Background: an optimization exercise with open tools, aiming at small area, a short achievable clock period and few clock cycles per item. Do not read the settings as production practice.
Function was checked by simulation only, so behaviour that the tests miss may differ from the original.

===== flow/run.sh =====
#!/bin/bash
# synth_recipe.tcl (not shown) runs the flow's synth.tcl, then flattens the netlist and writes it again
# the make line also repeats each setting of config.mk as NAME=value (left out here)
make -C /OpenROAD-flow-scripts/flow DESIGN_CONFIG=/design/flow/config.mk WORK_HOME=/design/flow/orfs CLKGATE_MAP_FILE= SYNTH_SCRIPT=/design/flow/synth_recipe.tcl finish

===== flow/design.v =====
module fpu_as_s1
  (
   input [31:0]      opa_i,
   input [31:0]      opb_i,
   output [27:0]     fa_o,
   output [27:0]     fb_o,
   output [7:0]      exp_o
   );
   wire [7:0] 	     s_expa = opa_i[30:23];
   wire [7:0] 	     s_expb = opb_i[30:23];
   wire [22:0] 	     s_fracta = opa_i[22:0];
   wire [22:0] 	     s_fractb = opb_i[22:0];
   wire 	     s_expa_gt_expb = s_expa > s_expb;
   wire 	     s_opa_dn = !(|s_expa);
   wire 	     s_opb_dn = !(|s_expb);
   assign exp_o = s_expa_gt_expb ? s_expa : s_expb;
   wire [27:0] 	     s_fracta_28 = {1'b0, !s_opa_dn, s_fracta, 3'b000};
   wire [27:0] 	     s_fractb_28 = {1'b0, !s_opb_dn, s_fractb, 3'b000};
   reg [7:0] 	     s_exp_diff;
   always @*
     case ({s_expa_gt_expb, s_opa_dn ^ s_opb_dn})
       2'b00: s_exp_diff = s_expb - s_expa;
       2'b01: s_exp_diff = s_expb - (s_expa + 8'd1);
       2'b10: s_exp_diff = s_expa - s_expb;
       default: s_exp_diff = s_expa - (s_expb + 8'd1);
     endcase
   wire [27:0] 	     s_fract_sm_28 = s_expa_gt_expb ? s_fractb_28 : s_fracta_28;
   wire [27:0] 	     s_fract_shr_28 = s_fract_sm_28 >> s_exp_diff;
   wire [27:0] 	     s_lost_mask = ~(28'hfffffff << s_exp_diff);
   wire 	     s_sticky = |(s_fract_sm_28 & s_lost_mask);
   wire [27:0] 	     fa = s_expa_gt_expb ? s_fracta_28 :
			  {s_fract_shr_28[27:1], (s_sticky | s_fract_shr_28[0])};
   wire [27:0] 	     fb = s_expa_gt_expb ? {s_fract_shr_28[27:1], (s_sticky | s_fract_shr_28[0])} :
			  s_fractb_28;
   assign fa_o = fa;
   assign fb_o = fb;
endmodule
module fpu_as_add
  (
   input [27:0]      fa,
   input [27:0]      fb,
   input 	     signa,
   input 	     signb,
   input 	     fpu_op_i,
   output [27:0]     fract_o,
   output 	     sign_o
   );
   wire [28:0] 	     d_ab = {1'b0, fa} - {1'b0, fb};
   wire [28:0] 	     d_ba = {1'b0, fb} - {1'b0, fa};
   wire 	     fa_gt_fb = d_ba[28];
   wire 	     fa_eq_fb = fa == fb;
   wire 	     s_addop = ((signa ^ signb) & !fpu_op_i) | ((signa ^~ signb) & fpu_op_i);
   assign fract_o = s_addop ? (fa_gt_fb ? d_ab[27:0] : d_ba[27:0]) : fa + fb;
   wire 	     fract_zero = s_addop ? fa_eq_fb : !(|fa) & !(|fb);
   assign sign_o = (fract_zero & !(signa & signb)) ? 1'b0 :
		   (!signa & (!fa_gt_fb & (fpu_op_i ^ signb))) |
		   (signa & (fa_gt_fb | (fpu_op_i ^ signb)));
endmodule
module fpu_as_s2a
  (
   input [27:0]      fract_28_i,
   input [7:0] 	     exp_i,
   output [27:0]     fracto28_1_o,
   output [8:0]      expo9_1_o,
   output 	     x_sticky_o,  
   output 	     x_lost_o,  
   output 	     zero_fract_o
   );
   wire 	     s_carry = fract_28_i[27];
   reg [5:0] 	     lzeroes;
   integer 	     i;
   always @* begin
      lzeroes = 6'd27;
      for (i = 0; i < 27; i = i + 1)
	if (fract_28_i[i]) lzeroes = 6'd26 - i;
   end
   wire [5:0] 	     s_zeros = s_carry ? 6'd0 : lzeroes;
   wire [9:0] 	     s_exp10 = {2'd0, exp_i} + {9'd0, s_carry} - {4'd0, s_zeros};
   reg [5:0] 	     s_shl1;
   reg 		     s_shr1;
   reg [8:0] 	     s_expo9_1;
   always @* begin
      if (s_exp10[9] | !(|s_exp10)) begin
	 s_shr1 = 1'b0;
	 s_expo9_1 = 9'd1;
	 s_shl1 = (|exp_i) ? exp_i[5:0] - 6'd1 : 6'd0;
      end else if (s_exp10[8]) begin
	 s_shr1 = 1'b0;
	 s_shl1 = 6'd0;
	 s_expo9_1 = 9'b011111111;
      end else begin
	 s_shr1 = s_carry;
	 s_shl1 = s_zeros;
	 s_expo9_1 = s_exp10[8:0];
      end
   end
   assign fracto28_1_o = s_shr1 ? {1'b0, fract_28_i[27:1]} : fract_28_i << s_shl1;
   assign expo9_1_o = s_expo9_1;
   assign x_sticky_o = fract_28_i[0] & fract_28_i[27];
   assign x_lost_o = s_shr1 & fract_28_i[0];
   assign zero_fract_o = s_zeros == 6'd27 & !fract_28_i[27];
endmodule
module fpu_as_s2b
  (
   input [27:0]      s_fracto28_1,
   input [8:0] 	     s_expo9_1,
   input 	     x_sticky,
   input 	     x_lost,
   input 	     s_zero_fract,
   input 	     sign_i,
   input [3:0] 	     rm_i,  
   input 	     nan_in,  
   input 	     nan_op,  
   input 	     nan_sign,
   input 	     inf_in,  
   output [31:0]     output_o,
   output 	     ine_o,
   output 	     sp_nan_o,  
   output 	     sp_inf_o  
   );
   localparam [30:0] INF = 31'b1111111100000000000000000000000;
   localparam [30:0] QNAN = 31'b1111111110000000000000000000000;
   wire [8:0] 	     s_expo9_2 = (s_fracto28_1[27:26] == 2'b00) ? s_expo9_1 - 9'd1 : s_expo9_1;
   wire 	     s_sticky = s_fracto28_1[0] | x_sticky;
   wire 	     s_roundup = (rm_i[0] & (s_fracto28_1[2] & ((s_fracto28_1[1] | s_sticky) | s_fracto28_1[3]))) |
				 (rm_i[2] & ((s_fracto28_1[2] | s_fracto28_1[1] | s_sticky) & !sign_i)) |
				 (rm_i[3] & ((s_fracto28_1[2] | s_fracto28_1[1] | s_sticky) & sign_i));
   wire [27:0] 	     s_fracto28_rnd = s_roundup ? s_fracto28_1 + 28'd8 : s_fracto28_1;
   wire 	     s_shr2 = s_fracto28_rnd[27];
   wire [8:0] 	     s_expo9_3 = (s_shr2 & s_expo9_2 != 9'b011111111) ? s_expo9_2 + 9'd1 : s_expo9_2;
   wire [27:0] 	     s_fracto28_2 = s_shr2 ? {1'b0, s_fracto28_rnd[27:1]} : s_fracto28_rnd;
   wire 	     s_lost = x_lost | (s_shr2 & s_fracto28_rnd[0]) | (|s_fracto28_2[2:0]);
   wire 	     s_overflow = s_expo9_3 == 9'b011111111 & !inf_in;
   assign ine_o = (s_lost | s_overflow) & !inf_in;
   assign sp_nan_o = nan_in | nan_op;
   assign sp_inf_o = !(nan_in | nan_op) & (inf_in | s_overflow);
   assign output_o = (nan_in | nan_op) ? {nan_sign, QNAN} :
		     inf_in | s_overflow ? {sign_i, INF} :
		     s_zero_fract ? {sign_i, 31'd0} :
		     {sign_i, s_expo9_3[7:0], s_fracto28_2[25:3]};
endmodule
module fpu_mul_s1
  (
   input [31:0]      opa_i,
   input [31:0]      opb_i,
   input 	     first,  
   input [35:0]      plo_i,  
   output [35:0]     prod_o,  
   output [9:0]      exp_10_o
   );
   wire [7:0] 	     s_expa = opa_i[30:23];
   wire [7:0] 	     s_expb = opb_i[30:23];
   wire 	     s_opa_dn = !(|s_expa);
   wire 	     s_opb_dn = !(|s_expb);
   wire [23:0] 	     fracta_24 = {!s_opa_dn, opa_i[22:0]};
   wire [23:0] 	     fractb_24 = {!s_opb_dn, opb_i[22:0]};
   wire [9:0] 	     s_expa_in = {2'd0, s_expa} + {9'd0, s_opa_dn};
   wire [9:0] 	     s_expb_in = {2'd0, s_expb} + {9'd0, s_opb_dn};
   assign exp_10_o = s_expa_in + s_expb_in - 10'b0001111111;
   wire [11:0] 	     bsel = first ? fractb_24[11:0] : fractb_24[23:12];
   wire [23:0] 	     addend = first ? 24'd0 : plo_i[35:12];
   assign prod_o = fracta_24 * bsel + {12'd0, addend};
endmodule
module fpu_mul_s2
  (
   input [47:0]      fract_48_i,
   input [9:0] 	     exp_10_i,
   output [47:0]     frac2a_o,
   output [8:0]      expo1_o,
   output 	     lost_o
   );
   wire 	     s_carry = fract_48_i[47];
   reg [5:0] 	     s_zeros_l;
   reg [5:0] 	     s_r_zeros;
   integer 	     i;
   always @* begin
      s_zeros_l = 6'd46;
      for (i = 1; i < 47; i = i + 1)
	if (fract_48_i[i]) s_zeros_l = 6'd46 - i;
      s_r_zeros = 6'd48;
      for (i = 47; i >= 0; i = i - 1)
	if (fract_48_i[i]) s_r_zeros = i;
   end
   wire [5:0] 	     s_zeros = s_carry ? 6'd0 : s_zeros_l;
   wire [9:0] 	     s_exp_10a = exp_10_i + {9'd0, s_carry};
   wire [9:0] 	     s_exp_10b = s_exp_10a - {4'd0, s_zeros};
   wire 	     c_a = s_exp_10a[9] | !(|s_exp_10a);
   wire 	     c_b = s_exp_10b[9] | !(|s_exp_10b);
   wire [9:0] 	     v_shr1 = c_a ? 10'd1 - s_exp_10a + {9'd0, s_carry} :
			      c_b ? 10'd0 :
			      s_exp_10b[8] ? 10'd0 : {9'd0, s_carry};
   wire [9:0] 	     v_shl1 = c_a ? 10'd0 :
			      c_b ? {4'd0, s_zeros} - s_exp_10a :
			      s_exp_10b[8] ? 10'd0 : {4'd0, s_zeros};
   assign expo1_o = c_a ? 9'd1 : c_b ? 9'd1 : s_exp_10b[8] ? 9'b011111111 : s_exp_10b[8:0];
   wire [5:0] 	     s_shr2 = v_shr1[6] ? 6'b111111 : v_shr1[5:0];
   wire [5:0] 	     s_shl2 = v_shl1[5:0];
   assign frac2a_o = (|s_shr2) ? fract_48_i >> s_shr2 : fract_48_i << s_shl2;
   assign lost_o = s_shr2 > s_r_zeros;
endmodule
module fpu_mul_s3
  (
   input [47:21]     frac2a_i,  
   input 	     sticky_i,  
   input 	     inelow_i,  
   input [8:0] 	     expo1_i,
   input 	     sign_i,
   input [3:0] 	     rm_i,  
   input 	     nan_in,
   input 	     nan_op,
   input 	     inf_in,
   input 	     op_0,
   output [31:0]     output_o,
   output 	     ine_o,
   output 	     sp_nan_o,  
   output 	     sp_inf_o  
   );
   localparam [30:0] INF = 31'b1111111100000000000000000000000;
   localparam [30:0] QNAN = 31'b1111111110000000000000000000000;
   wire [8:0] 	     s_expo2b = frac2a_i[46] ? expo1_i : expo1_i - 9'd1;
   wire 	     s_guard = frac2a_i[22];
   wire 	     s_round = frac2a_i[21];
   wire 	     s_sticky = sticky_i;
   wire 	     s_roundup = (rm_i[0] & (s_guard & ((s_round | s_sticky) | frac2a_i[23]))) |
				 (rm_i[2] & ((s_guard | s_round | s_sticky) & !sign_i)) |
				 (rm_i[3] & ((s_guard | s_round | s_sticky) & sign_i));
   wire [24:0] 	     s_frac_inc = frac2a_i[47:23] + 25'd1;
   wire [24:0] 	     s_frac_rnd = s_roundup ? s_frac_inc : frac2a_i[47:23];
   wire 	     s_shr3 = s_frac_rnd[24];
   wire [8:0] 	     s_expo3 = (s_shr3 & (s_expo2b != 9'b011111111)) ? s_expo2b + 9'd1 : s_expo2b;
   wire [24:0] 	     s_frac3 = (s_shr3 & (s_expo2b != 9'b011111111)) ? {1'b0, s_frac_rnd[24:1]} : s_frac_rnd;
   wire 	     s_overflow = (s_expo3 == 9'b011111111) & !inf_in;
   assign ine_o = !op_0 & (inelow_i | s_overflow);
   assign sp_nan_o = nan_in | nan_op;
   assign sp_inf_o = !(nan_in | nan_op) & (inf_in | s_overflow);
   assign output_o = (nan_in | nan_op) ? {sign_i, QNAN} :
		     inf_in | s_overflow ? {sign_i, INF} :
		     op_0 ? {sign_i, 31'd0} :
		     {sign_i, s_expo3[7:0], s_frac3[22:0]};
endmodule
module fpu_div_s1
  (
   input [31:0]      opa_i,
   input [31:0]      opb_i,
   output [23:0]     dvdnd_o,
   output [23:0]     dvsor_o,
   output [9:0]      exp_10_o
   );
   wire [7:0] 	     s_expa = opa_i[30:23];
   wire [7:0] 	     s_expb = opb_i[30:23];
   wire 	     s_opa_dn = !(|s_expa);
   wire 	     s_opb_dn = !(|s_expb);
   wire [23:0] 	     s_fracta_24 = {!s_opa_dn, opa_i[22:0]};
   wire [23:0] 	     s_fractb_24 = {!s_opb_dn, opb_i[22:0]};
   reg [4:0] 	     s_dvd_zeros;
   reg [4:0] 	     s_div_zeros;
   integer 	     i;
   always @* begin
      s_dvd_zeros = 5'd24;
      s_div_zeros = 5'd24;
      for (i = 0; i < 24; i = i + 1) begin
	 if (s_fracta_24[i]) s_dvd_zeros = 5'd23 - i;
	 if (s_fractb_24[i]) s_div_zeros = 5'd23 - i;
      end
   end
   assign dvdnd_o = s_fracta_24 << s_dvd_zeros;
   assign dvsor_o = s_fractb_24 << s_div_zeros;
   wire [9:0] 	     s_expa_in = {2'd0, s_expa} + {9'd0, s_opa_dn};
   wire [9:0] 	     s_expb_in = {2'd0, s_expb} + {9'd0, s_opb_dn};
   assign exp_10_o = s_expa_in - s_expb_in + 10'b0001111111 -
		     {5'd0, s_dvd_zeros} + {5'd0, s_div_zeros};
endmodule
module fpu_div_step
  (
   input [27:0]      s_i,
   input [27:0]      c_i,
   input [24:0]      d_i,
   output [27:0]     s_o,
   output [27:0]     c_o,
   output 	     qpos_o,
   output 	     qneg_o
   );
   wire [27:0] 	     s2 = {s_i[26:0], 1'b0};
   wire [27:0] 	     c2 = {c_i[26:0], 1'b0};
   wire [3:0] 	     ya = s2[27:24];
   wire [3:0] 	     yb = c2[27:24];
   wire [3:0] 	     yg = ya & yb;
   wire [3:0] 	     yp = ya ^ yb;
   wire 	     yc3 = yg[2] | (yp[2] & yg[1]) | (yp[2] & yp[1] & yg[0]);
   wire 	     ysign = yp[3] ^ yc3;
   wire 	     yall1 = &yp;
   wire 	     q_pos = !ysign;
   wire 	     q_neg = ysign & !yall1;
   wire [27:0] 	     dx = {3'b000, d_i};
   wire [27:0] 	     t = ({28{q_pos}} & ~dx) | ({28{q_neg}} & dx);
   assign s_o = s2 ^ c2 ^ t;
   assign c_o = {(s2[26:0] & c2[26:0]) | (s2[26:0] & t[26:0]) | (c2[26:0] & t[26:0]), q_pos};
   assign qpos_o = q_pos;
   assign qneg_o = q_neg;
endmodule
module fpu_div_fin
  (
   input [27:0]      s_i,
   input [27:0]      c_i,
   input [27:0]      qp_i,
   input [27:0]      qn_i,
   input [24:0]      d_i,
   output [26:0]     qutnt_o,
   output 	     rmndr_nz_o
   );
   wire [27:0] 	     w = s_i + c_i;
   wire [27:0] 	     wd = s_i + c_i + {3'b000, d_i};
   wire 	     neg = w[27];
   wire [27:0] 	     q_0 = qp_i - qn_i;
   wire [27:0] 	     q_m = qp_i + ~qn_i;
   wire [27:0] 	     qf = neg ? q_m : q_0;
   assign qutnt_o = qf[27:1];
   assign rmndr_nz_o = neg ? |wd : |w;
endmodule
module fpu_div_s2a
  (
   input [26:0]      qutnt_i,
   input [9:0] 	     exp_10_i,
   output [26:0]     fraco1_o,
   output [8:0]      expo2_o,
   output 	     lost0_o,  
   output 	     lost1_o  
   );
   wire 	     s_qutdn = !qutnt_i[26];
   wire [9:0] 	     eb0 = exp_10_i;
   wire [9:0] 	     eb1 = exp_10_i - 10'd1;
   wire 	     cb0 = eb0[9] | !(|eb0);
   wire 	     cb1 = eb1[9] | !(|eb1);
   wire [9:0] 	     vr0 = cb0 ? 10'd1 - eb0 : 10'd0;
   wire [9:0] 	     vr1 = cb1 ? (10'd1 - eb1) - 10'd1 : 10'd0;
   wire [9:0] 	     vl1 = cb1 ? 10'd0 : eb1[8] ? 10'd0 : 10'd1;
   wire [8:0] 	     e1_0 = cb0 ? 9'd1 : eb0[8:0];
   wire [8:0] 	     e1_1 = cb1 ? 9'd1 : eb1[8:0];
   wire [5:0] 	     sr0 = vr0[6] ? 6'b111111 : vr0[5:0];
   wire [5:0] 	     sr1 = vr1[6] ? 6'b111111 : vr1[5:0];
   wire [8:0] 	     e1m_0 = e1_0 - 9'd1;
   wire [8:0] 	     e1m_1 = e1_1 - 9'd1;
   wire [5:0] 	     s_shr1 = s_qutdn ? sr1 : sr0;
   wire [5:0] 	     s_shl1 = s_qutdn ? vl1[5:0] : 6'd0;
   wire 	     s_right = s_qutdn ? (|sr1) : (|sr0);
   wire [8:0] 	     s_expo1 = s_qutdn ? e1_1 : e1_0;
   wire [8:0] 	     s_expo1m = s_qutdn ? e1m_1 : e1m_0;
   wire [26:0] 	     s_fraco1 = s_right ? qutnt_i >> s_shr1 : qutnt_i << s_shl1;
   assign fraco1_o = s_fraco1;
   assign expo2_o = s_fraco1[26] ? s_expo1 : s_expo1m;
   reg [5:0] 	     s_r_zeros;
   integer 	     i;
   always @* begin
      s_r_zeros = 6'd27;
      for (i = 26; i >= 0; i = i - 1)
	if (qutnt_i[i]) s_r_zeros = i;
   end
   assign lost0_o = s_shr1 > s_r_zeros;
   assign lost1_o = (s_shr1 + 6'd1) > s_r_zeros;
endmodule
module fpu_div_s2b
  (
   input [26:0]      s_fraco1,
   input [8:0] 	     s_expo2,
   input 	     lost0,
   input 	     lost1,
   input 	     rmndr_nz_i,
   input 	     sign_i,
   input [3:0] 	     rm_i,  
   input 	     nan_in,
   input 	     infa,
   input 	     infb,
   input 	     opa_0,
   input 	     opb_0,
   output [31:0]     output_o,
   output 	     ine_o,
   output 	     sp_nan_o,  
   output 	     sp_inf_o  
   );
   localparam [30:0] INF = 31'b1111111100000000000000000000000;
   localparam [30:0] QNAN = 31'b1111111110000000000000000000000;
   wire 	     s_guard = s_fraco1[2];
   wire 	     s_round = s_fraco1[1];
   wire 	     s_sticky = s_fraco1[0] | rmndr_nz_i;
   wire 	     s_roundup = (rm_i[0] & (s_guard & ((s_round | s_sticky) | s_fraco1[3]))) |
				 (rm_i[2] & ((s_guard | s_round | s_sticky) & !sign_i)) |
				 (rm_i[3] & ((s_guard | s_round | s_sticky) & sign_i));
   wire [24:0] 	     s_frac_inc = {1'b0, s_fraco1[26:3]} + 25'd1;
   wire [24:0] 	     s_frac_rnd = s_roundup ? s_frac_inc : {1'b0, s_fraco1[26:3]};
   wire 	     s_shr2 = s_frac_rnd[24];
   wire [8:0] 	     s_expo3 = s_shr2 ? s_expo2 + 9'd1 : s_expo2;
   wire [24:0] 	     s_fraco2 = s_shr2 ? {1'b0, s_frac_rnd[24:1]} : s_frac_rnd;
   wire 	     s_lost = s_shr2 ? lost1 : lost0;
   wire 	     s_op_0 = opa_0 | opb_0;
   wire 	     s_opab_0 = opa_0 & opb_0;
   wire 	     s_nan_op = (infa & infb) | s_opab_0;
   wire 	     s_inf_result = (&s_expo3[7:0]) | s_expo3[8] | opb_0;
   wire 	     s_overflow = s_inf_result & !infa & !opb_0;
   assign ine_o = !s_op_0 & (s_lost | (|s_fraco1[2:0]) | s_overflow | rmndr_nz_i);
   assign sp_nan_o = nan_in | s_nan_op;
   assign sp_inf_o = !(nan_in | s_nan_op) & (infa | s_overflow | s_inf_result);
   assign output_o = (nan_in | s_nan_op) ? {sign_i, QNAN} :
		     infa | s_overflow | s_inf_result ? {sign_i, INF} :
		     s_op_0 | infb ? {sign_i, 31'd0} :
		     {sign_i, s_expo3[7:0], s_fraco2[22:0]};
endmodule
module fpu_conv_s1
  (
   input [31:0]      opa,
   input 	     op_f2i,  
   input [1:0] 	     rmode,
   output [22:0]     fract_out,
   output 	     r_o,
   output 	     s_o,
   output [7:0]      exp_out,
   output 	     exp_in_lt_half_o,
   output 	     f2i_zero_o,
   output 	     f2i_max_o,
   output 	     fract_in_00_o,
   output 	     fract_in_lo_nz_o,
   output 	     sign_a_o,
   output 	     sign_b_o
   );
   wire 	     opas = opa[31];
   wire [7:0] 	     expa = opa[30:23];
   wire 	     opa_inf = (&expa) & !(|opa[22:0]);
   wire 	     opa_nan = (&expa) & (|opa[22:0]);
   wire [7:0] 	     exp_in = op_f2i ? expa : 8'd0;
   wire [47:0] 	     fract_in = op_f2i ?
			       (opas ? 48'd1 - {24'h00, (|expa), opa[22:0]} - 48'd1 :
				{24'h0, (|expa), opa[22:0]}) :
			       (opas ? 48'd1 - {opa[30:0], 17'h01} : {opa[30:0], 17'h0});
   reg [5:0] 	     fi_ldz;
   integer 	     i;
   always @* begin
      fi_ldz = 6'd48;
      for (i = 1; i < 48; i = i + 1)
	if (fract_in[i]) fi_ldz = 6'd48 - i;
   end
   wire 	     fract_in_00 = !(|fract_in);
   wire 	     rmode_00 = rmode == 2'b00;
   wire 	     rmode_11 = rmode == 2'b11;
   wire 	     exp_in_00 = !(|exp_in);
   wire [7:0] 	     f2i_emin = rmode_00 ? 8'h7e : 8'h7f;
   wire 	     f2i_exp_gt_max = exp_in > 8'h9d;
   wire 	     f2i_exp_lt_min = exp_in < f2i_emin;
   wire 	     f2i_zero = (((f2i_exp_lt_min & (opas & (!rmode_11 | fract_in_00))) |
				  (f2i_exp_lt_min & !opas) |
				  (f2i_exp_gt_max & opas))
				 & !(&exp_in)) |
			        (opa_inf & opas) |
			        (fract_in_00 & exp_in_00);
   wire 	     f2i_max = ((((!opas & f2i_exp_gt_max) |
				  (f2i_exp_lt_min & !fract_in_00 & rmode_11 & opas))
				 & !(&exp_in)) |
				(opa_nan | (opa_inf & !opas))) &
			       !(opas & fract_in_00 & exp_in_00);
   wire [7:0] 	     f2i_shft = exp_in - 8'h7d;
   wire [7:0] 	     conv_shft = op_f2i ? f2i_shft : {2'h0, fi_ldz};
   wire [47:0] 	     fract_in_shftl = (|conv_shft[7:6] | (f2i_zero & op_f2i)) ?
				      48'd0 : fract_in << conv_shft[5:0];
   assign fract_out = fract_in_shftl[47:25];
   assign r_o = fract_in_shftl[24];
   assign s_o = |fract_in_shftl[23:0];
   wire [7:0] 	     exp_i2f = fract_in_00 ? (opas ? 8'h9e : 8'd0) : (8'h9e - {2'd0, fi_ldz});
   wire [55:0] 	     exp_f2i_1 = {{8{fract_in[47]}}, fract_in} << f2i_shft;
   wire [7:0] 	     exp_f2i = f2i_zero ? 8'd0 : f2i_max ? 8'hff : exp_f2i_1[55:48];
   assign exp_out = op_f2i ? exp_f2i : exp_i2f;
   assign exp_in_lt_half_o = exp_in < 8'h80;
   assign f2i_zero_o = f2i_zero;
   assign f2i_max_o = f2i_max;
   assign fract_in_00_o = fract_in_00;
   assign fract_in_lo_nz_o = |fract_in[23:0];
   assign sign_a_o = opas & f2i_exp_gt_max & f2i_zero;
   assign sign_b_o = opa_nan | (f2i_zero & !f2i_max & !(opa_inf & opas));
endmodule
module fpu_conv_s2
  (
   input [22:0]      fract_out,
   input 	     r,
   input 	     s,
   input [7:0] 	     exp_out,
   input 	     exp_in_lt_half,
   input 	     f2i_zero,
   input 	     f2i_max,
   input 	     fract_in_00,
   input 	     fract_in_lo_nz,
   input 	     sign_a,
   input 	     sign_b,
   input 	     opas,
   input 	     op_f2i,
   input [3:0] 	     rm,  
   output [31:0]     out,
   output 	     ine
   );
   wire 	     rmode_01 = rm[1];
   wire 	     rmode_10 = rm[2];
   wire 	     rmode_11 = rm[3];
   wire 	     sign = rmode_11 ? !opas : opas;
   wire 	     exp_out_ff = &exp_out;
   wire 	     exp_out_fe = &exp_out[7:1] & !exp_out[0];
   wire 	     fract_out_7fffff = &fract_out;
   wire [23:0] 	     fract_out_pl1 = fract_out + 24'd1;
   wire [7:0] 	     exp_out_pl1 = exp_out + 8'd1;
   wire 	     g = fract_out[0];
   wire 	     trunc_nz = r | s;
   wire 	     round = (g & r) | (r & s);
   wire 	     exp_rnd_adj0;
   wire [22:0] 	     fract_out_rnd0;
   assign {exp_rnd_adj0, fract_out_rnd0} = round ? fract_out_pl1 : {1'b0, fract_out};
   wire [7:0] 	     exp_out_rnd0 = exp_rnd_adj0 ? exp_out_pl1 : exp_out;
   wire [22:0] 	     fract_out_rnd1 = 1'b0 ? 23'h7fffff :
				      (op_f2i & trunc_nz & opas) ? fract_out_pl1[22:0] : fract_out;
   wire [7:0] 	     exp_out_rnd1 = (exp_out_ff & !op_f2i) ? 8'd0 :
				    (op_f2i & opas & trunc_nz & fract_out_pl1[23]) ? exp_out_pl1 : exp_out;
   wire 	     round2a = !exp_out_fe | !fract_out_7fffff | (exp_out_fe & fract_out_7fffff);
   wire 	     round2_fasu = ((r | s) & !sign) & (!exp_out[7] | (exp_out[7] & round2a));
   wire 	     round2_f2i = rmode_10 & ((fract_in_lo_nz & !opas & exp_in_lt_half) | trunc_nz);
   wire 	     round2 = op_f2i ? round2_f2i : round2_fasu;
   wire 	     exp_rnd_adj2a;
   wire [22:0] 	     fract_out_rnd2a;
   assign {exp_rnd_adj2a, fract_out_rnd2a} = round2 ? fract_out_pl1 : {1'b0, fract_out};
   wire [7:0] 	     exp_out_rnd2a = exp_rnd_adj2a ? exp_out_pl1 : exp_out;
   wire [22:0] 	     fract_out_rnd2 = 1'b0 ? 23'h7fffff : fract_out_rnd2a;
   wire [7:0] 	     exp_out_rnd2 = (sign & exp_out_ff & !op_f2i) ? 8'hfe : exp_out_rnd2a;
   wire [7:0] 	     exp_out_rnd = ({8{rm[0]}} & exp_out_rnd0) | ({8{rm[1]}} & exp_out_rnd1) |
				   ({8{rm[2] | rm[3]}} & exp_out_rnd2);
   wire [22:0] 	     fract_out_rnd = ({23{rm[0]}} & fract_out_rnd0) | ({23{rm[1]}} & fract_out_rnd1) |
				     ({23{rm[2] | rm[3]}} & fract_out_rnd2);
   wire 	     exp_out_final_ff = &exp_out_final;
   wire 	     ovf0 = exp_out_final_ff & !rmode_01 & !op_f2i;
   wire [22:0] 	     fract_out_final = ovf0 ? 23'h0 : (f2i_max & op_f2i) ? 23'h7fffff : fract_out_rnd;
   wire [7:0] 	     exp_out_final = (f2i_max & op_f2i) ? 8'hff : exp_out_rnd;
   wire [30:0] 	     out_d = {exp_out_final, fract_out_final};
   wire 	     f2i_out_sign = sign_a ? 1'b1 :
				    (sign_b | (!(|out_d) & !f2i_zero)) ? 1'b0 : opas;
   assign out = {op_f2i ? f2i_out_sign : opas, out_d};
   wire 	     f2i_ine = (f2i_zero & !fract_in_00 & !opas) |
			       trunc_nz |
			       (f2i_zero & exp_in_lt_half & opas & !fract_in_00) |
			       (f2i_max & rmode_11 & exp_in_lt_half);
   assign ine = op_f2i ? f2i_ine : trunc_nz;
endmodule
module fpu_arith
  (
   clk,
   rst,
   opa_i,
   opb_i,
   fpu_op_i,
   rmode_i,
   output_o,
   start_i,
   ready_o,
   ine_o,
   overflow_o,
   underflow_o,
   div_zero_o,
   inf_o,
   zero_o,
   qnan_o,
   snan_o
   );
   input  clk;
   input  rst;
   input [31:0] opa_i;
   input [31:0] opb_i;
   input [2:0] 	fpu_op_i;
   input [1:0] 	rmode_i;
   input 	start_i;
   output reg 	ready_o;
   output reg [31:0] output_o;
   output reg 	     ine_o;
   output reg 	     overflow_o;
   output reg 	     underflow_o;
   output reg 	     div_zero_o;
   output reg 	     inf_o;
   output reg 	     zero_o;
   output reg 	     qnan_o;
   output reg 	     snan_o;
   localparam [30:0] QNAN = 31'b11111111_10000000000000000000000;
   localparam [30:0] SNAN = 31'b11111111_00000000000000000000001;
   reg 		     busy;
   reg [3:0] 	     cnt;
   wire 	     op_as = fpu_op_i[2:1] == 2'b00;
   wire 	     op_mul = fpu_op_i == 3'd2;
   wire 	     op_div = fpu_op_i == 3'd3;
   wire 	     op_cv = fpu_op_i[2];
   reg 		     mul_fast;
   wire 	     last = busy & (op_as ? cnt == 4'd0 :
				    op_mul ? (cnt == 4'd1 | mul_fast) : cnt == 4'd7);
   always @(posedge clk or posedge rst)
     if (rst) begin
	busy <= 1'b0;
	ready_o <= 1'b0;
	cnt <= 4'd0;
     end else begin
	if (start_i) begin
	   busy <= !op_cv;
	   ready_o <= op_cv;
	   cnt <= 4'd0;
	end else if (last) begin
	   busy <= 1'b0;
	   ready_o <= 1'b1;
	end else begin
	   ready_o <= 1'b0;
	   cnt <= cnt + 4'd1;
	end
     end
   reg sel_as, sel_mul, sel_div, sel_cv;
   reg op0, rm0, rm1, rm2, rm3, sa, sb, sab, infa, infb, nana, nanb, za, zb;
   always @(posedge clk) begin
	sel_as <= op_as;
	sel_mul <= op_mul;
	sel_div <= op_div;
	sel_cv <= op_cv;
	op0 <= fpu_op_i[0];
	rm0 <= rmode_i == 2'd0;
	rm1 <= rmode_i == 2'd1;
	rm2 <= rmode_i == 2'd2;
	rm3 <= rmode_i == 2'd3;
	sa <= opa_i[31];
	sb <= opb_i[31];
	sab <= opa_i[31] ^ opb_i[31];
	infa <= &opa_i[30:23];
	infb <= &opb_i[30:23];
	nana <= (&opa_i[30:23]) & (|opa_i[22:0]);
	nanb <= (&opb_i[30:23]) & (|opb_i[22:0]);
	za <= !(|opa_i[30:0]);
	zb <= !(|opb_i[30:0]);
     end
   wire [3:0] rm_oh = {rm3, rm2, rm1, rm0};
   wire [27:0] as_fa_d, as_fb_d;
   wire [7:0]  as_exp_d;
   reg [27:0]  as_fa, as_fb;
   reg [7:0]   as_exp;
   fpu_as_s1 u_as_s1 (.opa_i(opa_i), .opb_i(opb_i), .fa_o(as_fa_d), .fb_o(as_fb_d), .exp_o(as_exp_d));
   always @(posedge clk) begin
	as_fa <= as_fa_d;
	as_fb <= as_fb_d;
	as_exp <= as_exp_d;
     end
   wire [27:0] as_fract_d;
   wire        as_sign_d;
   fpu_as_add u_as_add (.fa(as_fa), .fb(as_fb), .signa(sa), .signb(sb), .fpu_op_i(op0),
			.fract_o(as_fract_d), .sign_o(as_sign_d));
   wire [27:0] as_f1_d;
   wire [8:0]  as_e1_d;
   wire        as_xs_d, as_xl_d, as_zf_d;
   fpu_as_s2a u_as_s2a (.fract_28_i(as_fract_d), .exp_i(as_exp), .fracto28_1_o(as_f1_d),
			.expo9_1_o(as_e1_d), .x_sticky_o(as_xs_d), .x_lost_o(as_xl_d),
			.zero_fract_o(as_zf_d));
   reg [27:0]  as_f1;
   reg [8:0]   as_e1;
   reg 	       as_xs, as_xl, as_zf, as_sign, as_nsign;
   always @(posedge clk) begin
	as_f1 <= as_f1_d;
	as_e1 <= as_e1_d;
	as_xs <= as_xs_d;
	as_xl <= as_xl_d;
	as_zf <= as_zf_d;
	as_sign <= as_sign_d;
	as_nsign <= (nana & nanb) ? as_sign_d : nana ? sa : sb;
     end
   wire [31:0] as_out;
   wire        as_ine, as_spn, as_spi;
   fpu_as_s2b u_as_s2b
     (.s_fracto28_1(as_f1), .s_expo9_1(as_e1), .x_sticky(as_xs), .x_lost(as_xl),
      .s_zero_fract(as_zf), .sign_i(as_sign), .rm_i(rm_oh),
      .nan_in(nana | nanb),
      .nan_op(infa & infb & (sa ^ (op0 ^ sb))),
      .nan_sign(as_nsign),
      .inf_in(infa | infb),
      .output_o(as_out), .ine_o(as_ine), .sp_nan_o(as_spn), .sp_inf_o(as_spi));
   wire [35:0] mul_prod_d;
   wire [9:0]  mul_e_d;
   reg [47:0]  mul_m;
   reg [9:0]   mul_e;
   reg 	       mul_or;
   wire [47:0] mul_frac2a_d;
   wire [8:0]  mul_expo1_d;
   wire        mul_lost_d;
   fpu_mul_s1 u_mul_s1 (.opa_i(opa_i), .opb_i(opb_i), .first(!busy), .plo_i(mul_m[35:0]),
			.prod_o(mul_prod_d), .exp_10_o(mul_e_d));
   fpu_mul_s2 u_mul_s2 (.fract_48_i(mul_m), .exp_10_i(mul_e), .frac2a_o(mul_frac2a_d),
			.expo1_o(mul_expo1_d), .lost_o(mul_lost_d));
   wire [8:0]  mul_esum = {1'b0, opa_i[30:23]} + {1'b0, opb_i[30:23]};
   wire        mul_fast_d = (|opa_i[30:23]) & !(&opa_i[30:23]) &
	       (|opb_i[30:23]) & !(&opb_i[30:23]) &
	       (mul_esum >= 9'd128) & (mul_esum <= 9'd381);
   always @(posedge clk) begin
      mul_fast <= mul_fast_d;
      if (!busy)
	mul_m <= {12'd0, mul_prod_d};
      else if (cnt == 4'd0)
	mul_m <= {mul_prod_d, mul_m[11:0]};
      else
	mul_m <= mul_frac2a_d;
      if (busy & cnt != 4'd0)
	mul_e <= {1'b0, mul_expo1_d};
      else
	mul_e <= mul_e_d;
      if (cnt == 4'd0)
	mul_or <= |{mul_prod_d[8:0], mul_m[11:0]};
      else
	mul_or <= (|mul_frac2a_d[20:0]) | mul_lost_d;
   end
   wire        mul_sh = mul_fast & mul_m[47];
   wire [47:21] mul_fx = mul_sh ? {1'b0, mul_m[47:22]} : mul_m[47:21];
   wire [8:0]  mul_ex = mul_e[8:0] + {8'd0, mul_sh};
   wire [31:0] mul_out;
   wire        mul_ine, mul_spn, mul_spi;
   fpu_mul_s3 u_mul_s3
     (.frac2a_i(mul_fx), .sticky_i(mul_or | (mul_sh & mul_m[21])),
      .inelow_i(mul_or | mul_m[21] | mul_m[22] | (mul_sh & mul_m[23])),
      .expo1_i(mul_ex), .sign_i(sab),
      .rm_i(rm_oh), .nan_in(nana | nanb), .nan_op((infa | infb) & (za | zb)),
      .inf_in(infa | infb), .op_0(za | zb),
      .output_o(mul_out), .ine_o(mul_ine), .sp_nan_o(mul_spn), .sp_inf_o(mul_spi));
   wire [23:0] div_a_d, div_b_d;
   wire [9:0]  div_e_d;
   reg [27:0]  div_s, div_c, div_dp, div_dn;
   reg [23:0]  div_b;
   reg [9:0]   div_e;
   fpu_div_s1 u_div_s1 (.opa_i(opa_i), .opb_i(opb_i), .dvdnd_o(div_a_d), .dvsor_o(div_b_d),
			.exp_10_o(div_e_d));
   wire [24:0] div_d = {div_b, 1'b0};
   wire [27:0] st_s [0:4];
   wire [27:0] st_c [0:4];
   wire [3:0]  st_qp, st_qn;
   assign st_s[0] = div_s;
   assign st_c[0] = div_c;
   genvar      gi;
   generate
      for (gi = 0; gi < 4; gi = gi + 1) begin : g_st
	 fpu_div_step u_st
	      (.s_i(st_s[gi]), .c_i(st_c[gi]), .d_i(div_d),
	       .s_o(st_s[gi+1]), .c_o(st_c[gi+1]), .qpos_o(st_qp[3-gi]), .qneg_o(st_qn[3-gi]));
      end
   endgenerate
   always @(posedge clk) begin
      div_b <= div_b_d;
      div_e <= div_e_d;
      if (!busy) begin
	 div_s <= {4'd0, div_a_d};
	 div_c <= 28'd0;
	 div_dp <= 28'd0;
	 div_dn <= 28'd0;
      end else begin
	 div_s <= st_s[4];
	 div_c <= st_c[4];
	 div_dp <= {div_dp[23:0], st_qp};
	 div_dn <= {div_dn[23:0], st_qn};
      end
   end
   wire [26:0] div_qf;
   wire        div_rnz_d;
   fpu_div_fin u_div_fin (.s_i(div_s), .c_i(div_c), .qp_i(div_dp), .qn_i(div_dn), .d_i(div_d),
			  .qutnt_o(div_qf), .rmndr_nz_o(div_rnz_d));
   wire [26:0] div_f1_d;
   wire [8:0]  div_e2_d;
   wire        div_l0_d, div_l1_d;
   reg [26:0]  div_f1;
   reg [8:0]   div_e2;
   reg 	       div_l0, div_l1, div_rnz;
   fpu_div_s2a u_div_s2a (.qutnt_i(div_qf), .exp_10_i(div_e), .fraco1_o(div_f1_d),
			  .expo2_o(div_e2_d), .lost0_o(div_l0_d), .lost1_o(div_l1_d));
   always @(posedge clk) begin
	div_f1 <= div_f1_d;
	div_e2 <= div_e2_d;
	div_l0 <= div_l0_d;
	div_l1 <= div_l1_d;
	div_rnz <= div_rnz_d;
     end
   wire [31:0] div_out;
   wire        div_ine, div_spn, div_spi;
   fpu_div_s2b u_div_s2b
     (.s_fraco1(div_f1), .s_expo2(div_e2), .lost0(div_l0), .lost1(div_l1),
      .rmndr_nz_i(div_rnz), .sign_i(sab),
      .rm_i(rm_oh), .nan_in(nana | nanb), .infa(infa), .infb(infb), .opa_0(za), .opb_0(zb),
      .output_o(div_out), .ine_o(div_ine), .sp_nan_o(div_spn), .sp_inf_o(div_spi));
   wire [22:0] cv_fract_d;
   wire        cv_r_d, cv_s_d;
   wire [7:0]  cv_exp_out_d;
   wire        cv_eh_d, cv_zero_d, cv_max_d, cv_f00_d, cv_lonz_d, cv_sa_d, cv_sb_d;
   reg [22:0]  cv_fract;
   reg 	       cv_r, cv_s;
   reg [7:0]   cv_exp_out;
   reg 	       cv_eh, cv_zero, cv_max, cv_f00, cv_lonz, cv_sa, cv_sb;
   fpu_conv_s1 u_cv_s1
     (.opa(opa_i), .op_f2i(fpu_op_i[0]), .rmode(rmode_i),
      .fract_out(cv_fract_d), .r_o(cv_r_d), .s_o(cv_s_d), .exp_out(cv_exp_out_d),
      .exp_in_lt_half_o(cv_eh_d),
      .f2i_zero_o(cv_zero_d), .f2i_max_o(cv_max_d), .fract_in_00_o(cv_f00_d),
      .fract_in_lo_nz_o(cv_lonz_d), .sign_a_o(cv_sa_d), .sign_b_o(cv_sb_d));
   always @(posedge clk) begin
	cv_fract <= cv_fract_d;
	cv_r <= cv_r_d;
	cv_s <= cv_s_d;
	cv_exp_out <= cv_exp_out_d;
	cv_eh <= cv_eh_d;
	cv_zero <= cv_zero_d;
	cv_max <= cv_max_d;
	cv_f00 <= cv_f00_d;
	cv_lonz <= cv_lonz_d;
	cv_sa <= cv_sa_d;
	cv_sb <= cv_sb_d;
     end
   wire [31:0] cv_out;
   wire        cv_ine;
   fpu_conv_s2 u_cv_s2
     (.fract_out(cv_fract), .r(cv_r), .s(cv_s), .exp_out(cv_exp_out),
      .exp_in_lt_half(cv_eh), .f2i_zero(cv_zero), .f2i_max(cv_max),
      .fract_in_00(cv_f00), .fract_in_lo_nz(cv_lonz), .sign_a(cv_sa), .sign_b(cv_sb),
      .opas(sa), .op_f2i(op0), .rm(rm_oh), .out(cv_out), .ine(cv_ine));
   localparam [30:0] MAXF = 31'b1111111_01111111_11111111_11111111;
   wire dz = zb & !za;
   wire as_z = !(|as_out[30:0]);
   wire as_e0 = !(|as_out[30:23]);
   wire as_ff = as_spn | as_spi;
   wire as_keep = rm0 | infa | infb | as_spn;
   wire as_sat = !as_keep & as_ff & (rm1 | (rm2 & as_out[31]) | (rm3 & !as_out[31]));
   wire as_negz = !as_keep & rm3 & as_z & (sa | (op0 ^ sb));
   wire [31:0] as_fo = {as_out[31] | as_negz, as_sat ? MAXF : as_out[30:0]};
   wire mul_z = !(|mul_out[30:0]);
   wire mul_e0 = !(|mul_out[30:23]);
   wire mul_ff = mul_spn | mul_spi;
   wire mul_keep = rm0 | infa | infb | mul_spn;
   wire mul_sat = !mul_keep & mul_ff & (rm1 | (rm2 & mul_out[31]) | (rm3 & !mul_out[31]));
   wire [31:0] mul_fo = {mul_out[31], mul_sat ? MAXF : mul_out[30:0]};
   wire div_z = !(|div_out[30:0]);
   wire div_e0 = !(|div_out[30:23]);
   wire div_ff = div_spn | div_spi;
   wire div_keep = rm0 | dz | infa | infb | div_spn;
   wire div_sat = !div_keep & div_ff & (rm1 | (rm2 & div_out[31]) | (rm3 & !div_out[31]));
   wire [31:0] div_fo = {div_out[31], div_sat ? MAXF : div_out[30:0]};
   wire cv_z = !(|cv_out[30:0]);
   wire cv_e0 = !(|cv_out[30:23]);
   wire cv_ff = &cv_out[30:23];
   wire cv_qn = cv_out[30:0] == QNAN;
   wire cv_sn = cv_out[30:0] == SNAN;
   wire cv_keep = rm0 | infa | infb | cv_qn;
   wire cv_sat = !cv_keep & cv_ff & (rm1 | (rm2 & cv_out[31]) | (rm3 & !cv_out[31]));
   wire [31:0] cv_fo = {cv_out[31], cv_sat ? MAXF : cv_out[30:0]};
   always @* begin
      output_o = ({32{sel_as}} & as_fo) | ({32{sel_mul}} & mul_fo) |
		 ({32{sel_div}} & div_fo) | ({32{sel_cv}} & cv_fo);
      ine_o = (sel_as & as_ine) | (sel_mul & mul_ine) | (sel_div & div_ine) | (sel_cv & cv_ine);
      overflow_o = (sel_as & as_ff & as_ine) | (sel_mul & mul_ff & mul_ine) |
		   (sel_div & div_ff & div_ine) | (sel_cv & cv_ff & cv_ine);
      underflow_o = (sel_as & as_e0 & as_ine) | (sel_mul & mul_e0 & mul_ine) |
		    (sel_div & div_e0 & div_ine) | (sel_cv & cv_e0 & cv_ine);
      div_zero_o = sel_div & dz & !infa;
      inf_o = (sel_as & as_spi) | (sel_mul & mul_spi) | (sel_div & div_spi) |
	      (sel_cv & cv_ff & !(cv_qn | cv_sn));
      zero_o = (sel_as & as_z) | (sel_mul & mul_z) | (sel_div & div_z) | (sel_cv & cv_z);
      qnan_o = (sel_as & as_spn) | (sel_mul & mul_spn) | (sel_div & div_spn) | (sel_cv & cv_qn);
      snan_o = sel_cv & cv_sn;
   end
endmodule

===== flow/constraint.sdc =====
create_clock -name core_clock -period 9.0 [get_ports {clk}]
set_input_delay 1.8000 -clock core_clock [delete_from_list [all_inputs] [get_ports {clk}]]
set_output_delay 1.8000 -clock core_clock [all_outputs]
set_load 0.01 [all_outputs]

===== flow/config.mk =====
export PLATFORM = sky130hd
export DESIGN_NAME = fpu_arith
export DESIGN_NICKNAME = fpu_arith
export VERILOG_FILES = /design/flow/design.v
export SDC_FILE = /design/flow/constraint.sdc
export NUM_CORES = 4
export LEC_CHECK = 0
export ABC_AREA = 1
export CAP_MARGIN = 20
export CORE_MARGIN = 2
export CORE_UTILIZATION = 35
export SLEW_MARGIN = 20

==> flow_metrics.py, run 1 <==
metrics = {
    "setup_path": {
        "reg2reg_depth": 41,
        "worst-path-max-fanout": 11,
        "cp-start-kind": "input pin",
        "r2r-start": "busy",
        "crit_arrival_ps": 9250,
        "cp_slowest_cell": "clkdlybuf4s50_1",
        "r2r_end": "mul_m[47]",
        "required_ps": 9610,
        "path_class": "in -> reg",
        "reg2reg_slack_ps": 530,
        "crit_top_cell": "a21oi_2",
        "worstSetupEndpointType": "flip-flop",
        "slowest_delay_ps": 690,
    },
    "final_layout": {
        "final_cell_mix": "nand2_1 (2,924), inv_1 (1,479), o21ai_0 (1,045)",
        "fillers": 20800,
        "nNetsFinal": 12300,
        "drive_above_1_share_pct": 8.79,
        "layout_commonest_cell": "nand2_1",
        "final_cell_count_no_fill": 14100,
        "fin_area_um2": 77600,
        "multiInputGateArea_um2": 52100,
        "register_area_um2": 8330,
        "syn_to_final_growth_pct": 14.5,
    },
    "die": {
        "row_count": 161,
        "dieHeight_um": 444,
        "start_util_pct": 35.2,
        "pin_count": 113,
        "die_w_um": 444,
        "dieArea_um2": 197000,
        "core-area_um2": 192000,
    },
    "placement": {
        "place_inst": 14000,
        "gp_congestion": 1.10,
        "hpwl_um": 273000,
        "postPlaceCellArea_um2": 74700,
        "portBuffers": 112,
    },
    "drt": {
        "vias": 79300,
        "drc": 0,
        "dr.pass1.iters": 8,
        "drtAntennaViolNets": 0,
        "viasPerCell": 5.62,
        "routed_wl_um": 326000,
        "drt-initial-drc-count": 8742,
        "drt-wirelength-per-cell_um": 23.1,
    },
    "global_route": {
        "first_global_vias": 74700,
        "antenna_found_initial": 21,
        "grt_usage_pct": 31.9,
        "grt_start_max_net_pins": 66,
        "grt_overflow_total": 0,
        "grt_pass1_wl_um": 480000,
    },
    "synthesis": {
        "yosysSeqAreaShare_pct": 12.3,
        "synth-edff-count": 12,
        "synthXorXnorAreaFrac_pct": 5.22,
        "yosys.area_share.simple_pct": 32.8,
        "synth_top_area_share_pct": 16.3,
        "synthTopCellsByArea": "nand2_1 (16%), dfxtp_1 (12%), fa_1 (11%), inv_1 (8.3%), o21ai_0 (8.1%)",
        "netlist_instances": 11300,
        "synth_cell_type_count": 88,
        "yosys.area.top_type": "nand2_1",
        "synth-main-ff-cell": "dfxtp_1",
        "synthMuxAreaShare_pct": 0.563,
        "synth-seq-cells": 408,
        "syn_avg_cell_area_um2": 6.00,
        "yosys_warnings": 7,
        "synth_top_family_by_area": "simple AND/OR/NAND/NOR gates",
        "syn_area_um2": 67700,
        "synth_fa_ha_area_share_pct": 17.7,
        "synth-compound-area-share_pct": 19.6,
        "synth_nets": 12100,
        "synth-async-reset-ratio_pct": 1.47,
    },
    "clock_tree": {
        "clock_latency_ps": 710,
        "cts_num_sinks": 408,
        "clkTransAtPathRegs_ps": 60,
        "htreeDepth": 2,
        "root_buffer": "clkbuf_16",
        "cts_tree": "done",
        "clockBufferDepth": 3,
        "cts_inserted_buffers": 52,
    },
    "sta": {
        "maxSlewHeadroom_pct": 11.8,
        "fin_crit_sh_pct": 96.0,
        "finalCriticalPeriod_ps": 8640,
        "final_hold_viol_count": 0,
        "setup-violations-final": 0,
        "fmax_mhz": 116,
        "drv_slew": 0,
        "clock_skew_ps": 41.3,
        "rsz0062_at_grt": "true",
        "tightest_slew_ps": 1320,
    },
    "hold_path": {
        "hp-start": "div_dp[13]",
        "min_path_cells": 2,
        "hp-class": "reg -> reg",
        "min_to": "div_dp[17]",
    },
    "job": {
        "cap_violations": 0,
    },
    "run_status": {
        "run_status": "timing/DRC/antenna clean",
    },
}
[area by class of cell]
| type | count | share of cell area, % |
|---|---|---|
| diodes | 7 | 0.0226 |
| flip-flops and latches | 408 | 10.7 |
| clock buffers | 62 | 1.80 |
| clock inverters | 33 | 0.592 |
| inverters | 1558 | 7.56 |
| multi-input cells | 8770 | 67.1 |
| repair buffers | 743 | 8.08 |
| well taps | 2526 | 4.08 |
[worst max-delay path: cells and delay by family]
kind | cells | cell delay (ps)
adder cells (fa/ha/maj) | 6 | 2620
AO/OA/AOI/OAI | 18 | 2570
buffers and inverters | 8 | 1390
AND/OR/NAND/NOR | 7 | 650
XOR/XNOR | 1 | 210
[per-stage QoR]
stage / util, % / setup slack [ps] / TNS, ps / hold slack [ps]
global placement: 38.8 / -985 / -11530 / 432
floorplan: - / 33.6 / 0 / 420
finish: 40.3 / 359 / 0 / 439
CTS: 39.8 / 1.11 / 0 / 440
detailed placement: 38.8 / -1060 / -13610 / 432
global route: 40.3 / -268 / -351 / 461
[synthesized netlist by cell type, drive strengths merged (7+ instances only)]
library cell and instances:
o22ai 58, nand2 2952, inv 1527, nor2 885
o32ai 8, buf 107, o21ai 1213, mux2i 37
a311oi 7, o2111ai 41, a21o 14, a21oi 539
a2111oi 10, xor2 331, clkinv 31, o21bai 28
nand3b 10, nand3 904, a32o 7, xnor2 73
dfxtp 390, a31oi 62, nand4 185, o311ai 9
nor3 164, nor4 87, fa 360, clkbuf 445
o31ai 32, edfxtp 12, a211oi 52, a221oi 13
o21a 29, a21boi 7, ha 380, or2 43
o221ai 44, o211ai 124
[how the worst max path moves through the flow]
stage,start,end,cells after the start
final,opa_i[3],mul_m[47],40
after global routing,div_s[4],div_l0,73
after CTS,opb_i[1],mul_m[46],44
after detailed placement,opb_i[2],mul_m[33],49
after global placement,opb_i[2],mul_m[33],49
after floorplan,opb_i[1],mul_m[33],49
[logic make-up (layout without fill, tap and decap cells)]
logic type,Yosys count,after routing
AOI/OAI and AO/OA,2331,2331
xor gates and xnor gates,404,404
adders and majority gates,740,740
buffers and inverters,2110,2396
DFF,408,408
muxes,38,38
other,0,7
and+or+nand+nor,5253,5257
[what timing repair did]
| item | CTS | global route |
|---|---|---|
| endpoints found under the hold margin | 0 | 0 |
| buffers inserted | 1 | 29 |
| hold buffers | 0 | 0 |
| pin swaps | 2 | 88 |
| resized for setup | 19 | 243 |
| endpoints found under the setup margin | 36 | 161 |
| cloned | 2 | 3 |
[metal layers]
layer	global-route usage (%)	wire length, um	up-vias
li1	-	-	37500
met2	48.7	139000	3559
met1	44.0	143000	37600
met4	13.9	16200	16
met3	5.39	27700	608
met5	0	104	-
[flip-flops by register name, indices dropped and copies added, names as in the netlist, 23 cells and up]
register,flops
as_f1,28
div_f1,27
as_fb,27
div_dp,28
div_s,28
as_fa,27
cv_fract,23
div_dn,28
div_c,25
mul_m,48
div_b,24
Testbench counts, summed over its fixed seeds: cycles 40,382, ops 16,000.
==> run 2, diff against run 1 <==
--- a/flow/config.mk
+++ b/flow/config.mk
@@ -6,5 +6,4 @@
 export NUM_CORES = 4
 export LEC_CHECK = 0
-export ABC_AREA = 1
 export CAP_MARGIN = 20
 export CORE_MARGIN = 2
==> run 2 against run 1 <==
Net effect:
- first-iteration DRC count grew 6.4%
- critical path depth shrank 12
- clock skew shrank 26 ps
- setup slack lost 110 ps
- critical path type unchanged
==> flow_metrics.py, run 2 <==
metrics = {
    "clock_tree": {
        "root_buffer": "clkbuf_16",
        "cts_hold_buf": 0,
        "cts_inserted_buffers": 49,
        "clkTransAtPathRegs_ps": 60,
        "cts_tree": "done",
        "clock_latency_ps": 670,
        "htreeDepth": 2,
        "clockBufferDepth": 3,
        "cts_num_sinks": 408,
    },
    "synthesis": {
        "synth-seq-cells": 408,
        "synth_nets": 10500,
        "synth-edff-count": 12,
        "synthTopCellsByArea": "dfxtp_1 (11%), fa_1 (10%), mux2i_1 (8.0%), ha_1 (6.9%), nand2_1 (6.3%)",
        "yosys.area.top_type": "dfxtp_1",
        "synth-async-reset-ratio_pct": 1.47,
        "syn_area_um2": 69300,
        "synth_cell_type_count": 121,
        "yosys_warnings": 7,
        "synth_top_area_share_pct": 11.3,
        "syn_avg_cell_area_um2": 7.12,
        "yosysSeqAreaShare_pct": 12.0,
        "netlist_instances": 9733,
        "synth_common_cells": "nand2_1 (1,161), nor2_1 (963), o21ai_0 (721), a21oi_1 (678), inv_1 (631)",
        "synth-main-ff-cell": "dfxtp_1",
        "synthMostInstantiatedCell": "nand2_1",
    },
    "sta": {
        "drv_slew": 0,
        "maxSlewHeadroom_pct": 7.77,
        "tightest_slew_ps": 1370,
        "final_hold_viol_count": 0,
        "fmax_mhz": 114,
        "setup-violations-final": 0,
        "fin_crit_sh_pct": 97.2,
        "holdWs_ps": 467,
        "finalCriticalPeriod_ps": 8750,
        "clock_skew_ps": 14.9,
    },
    "global_route": {
        "first_global_vias": 73900,
        "grt_start_max_net_pins": 78,
        "grt_overflow_total": 0,
        "antenna_found_initial": 28,
        "grt_pass1_wl_um": 504000,
        "grt_usage_pct": 32.9,
    },
    "drt": {
        "drtAntennaViolNets": 0,
        "drt-initial-drc-count": 9298,
        "viasPerCell": 6.04,
        "dr.pass1.iters": 7,
        "drt-wirelength-per-cell_um": 26.9,
        "vias": 77600,
        "drc": 0,
        "routed_wl_um": 346000,
    },
    "die": {
        "dieHeight_um": 449,
        "start_util_pct": 35.2,
        "pin_count": 113,
        "core-area_um2": 197000,
        "row_count": 163,
        "dieArea_um2": 202000,
        "die_w_um": 449,
    },
    "job": {
        "cap_violations": 0,
    },
    "setup_path": {
        "crit_arrival_ps": 9280,
        "path_class": "in -> reg",
        "worst-path-max-fanout": 11,
        "cp-start-kind": "input pin",
        "reg2reg_slack_ps": 330,
        "reg2reg_depth": 29,
        "required_ps": 9530,
        "worstSetupEndpointType": "flip-flop",
        "r2r_end": "mul_or",
        "r2r-start": "mul_m[3]",
    },
    "placement": {
        "postPlaceCellArea_um2": 78500,
        "place_inst": 12700,
        "hpwl_um": 284000,
        "portBuffers": 112,
        "gp_congestion": 1.04,
    },
    "final_layout": {
        "fin_area_um2": 80700,
        "final_cell_mix": "nand2_1 (1,160), nor2_1 (959), buf_4 (884)",
        "drive_above_1_share_pct": 13.2,
        "nNetsFinal": 11000,
        "layout_commonest_cell": "nand2_1",
        "largest_register": "mul_m",
        "final_cell_count_no_fill": 12900,
        "post-route-util_pct": 41.0,
        "syn_to_final_growth_pct": 16.4,
        "largest_reg_flops": 48,
    },
    "hold_path": {
        "hp-start": "div_dp[2]",
        "min_to": "div_dp[6]",
        "min_path_cells": 1,
        "hp-class": "reg -> reg",
    },
    "run_status": {
        "run_status": "timing/DRC/antenna clean",
    },
}
## run 2: cell count changes after synthesis, moves of 98 or more
cell / change
o21ai_0: -377
and2_1: +162
inv_1: -862
a21oi_1: +142
nand2_1: -1781
nor2b_1: +101
xor2_1: -185
xnor2_1: +206
nand3_1: -657
nand2b_1: +98
mux2i_1: +516
## run 2: metal layers
metal | GRT usage, % | vias up | routed length, um
met5 | 0 | - | 38
met4 | 15.5 | 6 | 19700
met3 | 5.54 | 600 | 32200
met2 | 48.3 | 3922 | 142000
met1 | 46.4 | 37800 | 152000
li1 | - | 35300 | -
## run 2: how the worst max path moves through the flow
| stage | endpoint | cells after the start | startpoint |
|---|---|---|---|
| finish | cv_fract[11] | 28 | opa_i[1] |
| CTS | div_s[13] | 38 | div_s[24] |
| global route | as_f1[21] | 42 | as_fb[0] |
| floorplan | div_s[19] | 38 | div_s[24] |
| detailed placement | mul_m[45] | 31 | opb_i[14] |
| global placement | mul_m[45] | 31 | opb_i[2] |
## run 2: logic make-up after synthesis
| logic type | count (synthesis) | share of synthesized area (%) |
|---|---|---|
| and+or+nand+nor | 3562 | 24.2 |
| xor gates and xnor gates | 427 | 5.43 |
| DFF | 408 | 12.0 |
| muxes | 654 | 9.70 |
| AOI/OAI and AO/OA | 2634 | 24.2 |
| buffers and inverters | 1308 | 7.26 |
| adders and majority gates | 740 | 17.3 |
## run 2: metrics by stage
step / setup WS [ps] / setup TNS, ps
global placement: -311 / -1080
finish: 252 / 0
floorplan: 32.5 / 0
global route: -69.2 / -483
CTS: 6.13 / 0
detailed placement: -428 / -2350
## run 2: layout make-up
class,instances,area [um2]
clock buffer,58,1310
sequential,408,8330
tap,2640,3300
clock inverter,34,344
inverter,654,2460
antenna,21,52.6
fill,20800,116000
timing repair buffer,1019,8180
multi-input combinational,8017,56700
## run 2: what timing repair did
action,4_1_cts,5_1_grt
pin swaps,0,18
resized for setup,9,99
gates cloned,0,1
buffers inserted,0,11
endpoints found under the setup margin,19,110
## run 2: critical path: stages
cell and delay (ps):
clkdlybuf4s50_1 580, buf_4 280, buf_4 150, inv_1 90, buf_4 210, ha_1 260
or4b_1 440, buf_4 200, nor3_2 180, a32oi_1 170, a2111oi_0 680, mux2i_1 290
mux2i_1 200, buf_4 150, or2_2 110, o221ai_1 130, a21o_1 220, a211oi_2 310
nor3b_2 130, buf_4 180, or2_2 280, o311ai_1 570, mux2i_1 190, buf_4 200
mux2i_1 380, o21ai_0 270, buf_4 200, a221oi_1 400
==> run 3, diff against run 2 <==
--- a/flow/design.v
+++ b/flow/design.v
@@ -458,12 +458,13 @@
    wire [7:0] 	     f2i_shft = exp_in - 8'h7d;
    wire [7:0] 	     conv_shft = op_f2i ? f2i_shft : {2'h0, fi_ldz};
+   wire [55:0] 	     fract_in_shft56 = {{8{fract_in[47]}}, fract_in} << conv_shft[5:0];
    wire [47:0] 	     fract_in_shftl = (|conv_shft[7:6] | (f2i_zero & op_f2i)) ?
-				      48'd0 : fract_in << conv_shft[5:0];
+				      48'd0 : fract_in_shft56[47:0];
    assign fract_out = fract_in_shftl[47:25];
    assign r_o = fract_in_shftl[24];
    assign s_o = |fract_in_shftl[23:0];
    wire [7:0] 	     exp_i2f = fract_in_00 ? (opas ? 8'h9e : 8'd0) : (8'h9e - {2'd0, fi_ldz});
-   wire [55:0] 	     exp_f2i_1 = {{8{fract_in[47]}}, fract_in} << f2i_shft;
-   wire [7:0] 	     exp_f2i = f2i_zero ? 8'd0 : f2i_max ? 8'hff : exp_f2i_1[55:48];
+   wire [7:0] 	     exp_f2i_1 = (|f2i_shft[7:6]) ? 8'd0 : fract_in_shft56[55:48];
+   wire [7:0] 	     exp_f2i = f2i_zero ? 8'd0 : f2i_max ? 8'hff : exp_f2i_1;
    assign exp_out = op_f2i ? exp_f2i : exp_i2f;
    assign exp_in_lt_half_o = exp_in < 8'h80;
--- a/flow/config.mk
+++ b/flow/config.mk
@@ -6,6 +6,8 @@
 export NUM_CORES = 4
 export LEC_CHECK = 0
+export ABC_AREA = 1
 export CAP_MARGIN = 20
 export CORE_MARGIN = 2
 export CORE_UTILIZATION = 35
+export SETUP_SLACK_MARGIN = 0.5
 export SLEW_MARGIN = 20
==> run 3 against run 2 <==
Net effect:
- synthesized area fell by 2.6%
- setup slack improved by 220 ps
- critical path depth rose by 20
- global-route usage fell by 0.49 points
- final cell count rose by 11%
- via count rose by 2.0%
- clock skew rose by 44 ps
- die area fell by 2.6%
==> flow_metrics.py, run 3 <==
metrics = {
    "run_status": {
        "run_status": "timing/DRC/antenna clean",
    },
    "final_layout": {
        "final_cell_mix": "nand2_1 (2,879), inv_1 (1,400), nand3_1 (994)",
        "nNetsFinal": 12500,
        "post-route-util_pct": 41.9,
        "fin_area_um2": 80600,
        "layout_commonest_cell": "nand2_1",
        "drive_above_1_share_pct": 13.4,
        "syn_to_final_growth_pct": 19.4,
        "largest_reg_flops": 48,
        "largest_register": "mul_m",
    },
    "setup_path": {
        "cp_slowest_cell": "fa_1",
        "path_class": "in -> reg",
        "crit_top_cell": "buf_4",
        "reg2reg_slack_ps": 670,
        "r2r_end": "mul_m[28]",
        "slowest_delay_ps": 540,
        "worstSetupEndpointType": "flip-flop",
        "cp-start-kind": "input pin",
        "worst-path-max-fanout": 4,
        "crit_arrival_ps": 9060,
        "required_ps": 9530,
        "r2r-start": "busy",
        "reg2reg_depth": 46,
    },
    "drt": {
        "vias": 79200,
        "dr.pass1.iters": 6,
        "drt-initial-drc-count": 8511,
        "drc": 0,
        "drt-wirelength-per-cell_um": 23.1,
        "routed_wl_um": 330000,
        "drtAntennaViolNets": 0,
        "viasPerCell": 5.54,
    },
    "sta": {
        "clock_skew_ps": 58.9,
        "setup-violations-final": 0,
        "drv_slew": 0,
        "maxSlewHeadroom_pct": 20.7,
        "rsz0062_at_grt": "true",
        "fin_tns_setup_ps": 0,
        "finalCriticalPeriod_ps": 8520,
        "fin_crit_sh_pct": 94.7,
        "fmax_mhz": 117,
        "tightest_slew_ps": 1190,
        "final_hold_viol_count": 0,
    },
    "job": {
        "cap_violations": 0,
    },
    "placement": {
        "portBuffers": 112,
        "hpwl_um": 275000,
        "postPlaceCellArea_um2": 75900,
        "gp_congestion": 1.06,
    },
    "global_route": {
        "use_met1_pct": 43.5,
        "top_usage_layer": "met2",
        "grt_start_max_net_pins": 64,
        "antenna_found_initial": 13,
        "grtUsageMet3_pct": 4.69,
        "first_global_vias": 75300,
        "grt_pass1_wl_um": 485000,
        "grt_overflow_total": 0,
        "grt_usage_pct": 32.4,
        "grt_use_met2_pct": 50.2,
    },
    "synthesis": {
        "yosys.area.top_type": "nand2_1",
        "syn_area_um2": 67500,
        "synth_top_area_share_pct": 16.3,
        "synthMostInstantiatedCell": "nand2_1",
        "synth_common_cells": "nand2_1 (2,932), inv_1 (1,435), nand3_1 (1,025), o21ai_0 (897), nor2_1 (880)",
        "netlist_instances": 11200,
        "syn_avg_cell_area_um2": 6.04,
        "synth-edff-count": 12,
        "yosys_warnings": 7,
        "synth-main-ff-cell": "dfxtp_1",
        "synthTopCellsByArea": "nand2_1 (16%), dfxtp_1 (12%), fa_1 (11%), inv_1 (8.0%), nand3_1 (7.6%)",
        "synth-async-reset-ratio_pct": 1.47,
        "synth_nets": 12000,
        "synth-seq-cells": 408,
        "synth_cell_type_count": 102,
        "yosysSeqAreaShare_pct": 12.3,
    },
    "clock_tree": {
        "htreeDepth": 2,
        "cts_inserted_buffers": 50,
        "clkTransAtPathRegs_ps": 70,
        "clock_latency_ps": 680,
        "clockBufferDepth": 3,
        "cts_tree": "done",
        "root_buffer": "clkbuf_16",
        "cts_num_sinks": 408,
    },
    "hold_path": {
        "hp-start": "div_dp[19]",
        "min_path_cells": 2,
        "hp-class": "reg -> reg",
        "min_to": "div_dp[23]",
    },
    "die": {
        "dieHeight_um": 443,
        "die_w_um": 443,
        "row_count": 161,
        "core-area_um2": 192000,
        "dieArea_um2": 196000,
        "pin_count": 113,
        "start_util_pct": 35.1,
    },
}
==> run 3: cell types whose count changed in the layout (fill, tap and decap cells not counted), sizes merged, moves of 76 or more <==
cell	previous run	this run
a211oi	134	44
and2	170	9
and3	81	5
inv	651	1494
mux2	96	3
mux2i	554	28
nand2	1161	2952
nand2b	98	1
nand3	244	1038
nor2b	102	0
nor3	243	136
o21ai	739	1017
xnor2	280	76
xor2	147	324
==> run 3: what timing repair did <==
action	in CTS	in global routing
setup buffers	74	72
pin swaps	53	158
setup endpoints to repair	74	218
resized for setup	145	487
hold buffers	0	0
cloned	3	1
==> run 3: logic make-up after synthesis <==
logic type,share of synthesized area [%]
DFF,12.3
muxes,0.465
AOI/OAI and AO/OA,18.4
and+or+nand+nor,33.9
buffers and inverters,12.0
xor gates and xnor gates,5.25
adders and majority gates,17.7
==> run 3: worst max-delay path by stage <==
stage / slack (ps) / endpoint / start / depth (start not counted)
final: 480 / mul_m[28] / opb_i[0] / 48
after global routing: 140 / mul_m[46] / opb_i[0] / 45
after CTS: 440 / output_o[10] / cv_fract[0] / 39
after detailed placement: -1010 / mul_m[46] / opb_i[2] / 41
after global placement: -960 / mul_m[46] / opb_i[1] / 44
after floorplan: 440 / mul_m[46] / opb_i[0] / 44
==> run 3: final cells by class <==
class	count	area (um2)
repair inverters	1	7.51
inverters	1517	5770
well taps	2526	3160
multi-input cells	8704	52900
clock buffers	61	1370
clock inverters	31	358
flip-flops and latches	408	8360
diodes	6	15.0
fillers	20700	112000
repair buffers	1038	8650
==> run 3: worst max-delay path: cells and delay by family <==
| kind | cells | cell delay, ps |
|---|---|---|
| AO/OA/AOI/OAI | 7 | 1170 |
| XOR/XNOR | 1 | 140 |
| adder cells (fa/ha/maj) | 6 | 2680 |
| buffers and inverters | 26 | 2720 |
| AND/OR/NAND/NOR | 8 | 530 |
==> run 3: through the flow <==
stage	hold WS [ps]	setup slack [ps]	std cells
5_1_grt	445	138	14300
3_5_place_dp	433	-1010	14000
3_3_place_gp	435	-958	14000
4_1_cts	423	435	14200
2_1_floorplan	420	436	11200
6_report	428	476	14300
==> run 3: layer usage <==
layer,vias up,share of wire [%]
li1,37700,-
met1,37400,43
met2,3374,43
met3,708,7.7
met4,4,6.5
met5,-,0.0079
Testbench counts of run 3, summed over its fixed seeds: cycles 40,382, ops 16,000.

afterwards: timing with drivers on the ports:
Ports are ideal in the flow. The routed layouts listed here were re-timed in OpenROAD.
Step 1 (the two cells are an assumption about what drives the block):
set clk [get_ports {clk}]
set_driving_cell -lib_cell sky130_fd_sc_hd__clkbuf_16 $clk
set_driving_cell -lib_cell sky130_fd_sc_hd__buf_2 [delete_from_list [all_inputs] $clk]
Step 2, shift: input delay + t, output delay - t, t = (earliest + latest rising clock arrival at the registers) / 2. This alone moves slack from input paths to output paths.
a / b / c = ideal / step 1 / step 2; a / b = the first two.
| run | t (ns) | setup slack, ns | worst hold slack (ns) | clock arrival spread, ns | cell pins on the clock port's net |
|---|---|---|---|---|---|
| run 1 | 0.771 | 0.359 / 0.382 / -0.389 | 0.439 / 0.439 / 0.439 | 0.047 / 0.048 | 1 |
| run 2 | 0.754 | 0.252 / 0.182 / -0.477 | 0.467 / 0.467 / 0.467 | 0.019 / 0.020 | 1 |
| run 3 | 0.743 | 0.476 / 0.468 / -0.215 | 0.428 / 0.428 / 0.428 | 0.064 / 0.064 | 1 |
Met with ideal ports but missed after step 2: setup timing in every run listed. For run 1, which loses most, drivers alone change the setup slack by +0.023 ns; drivers and shift together by -0.748 ns.
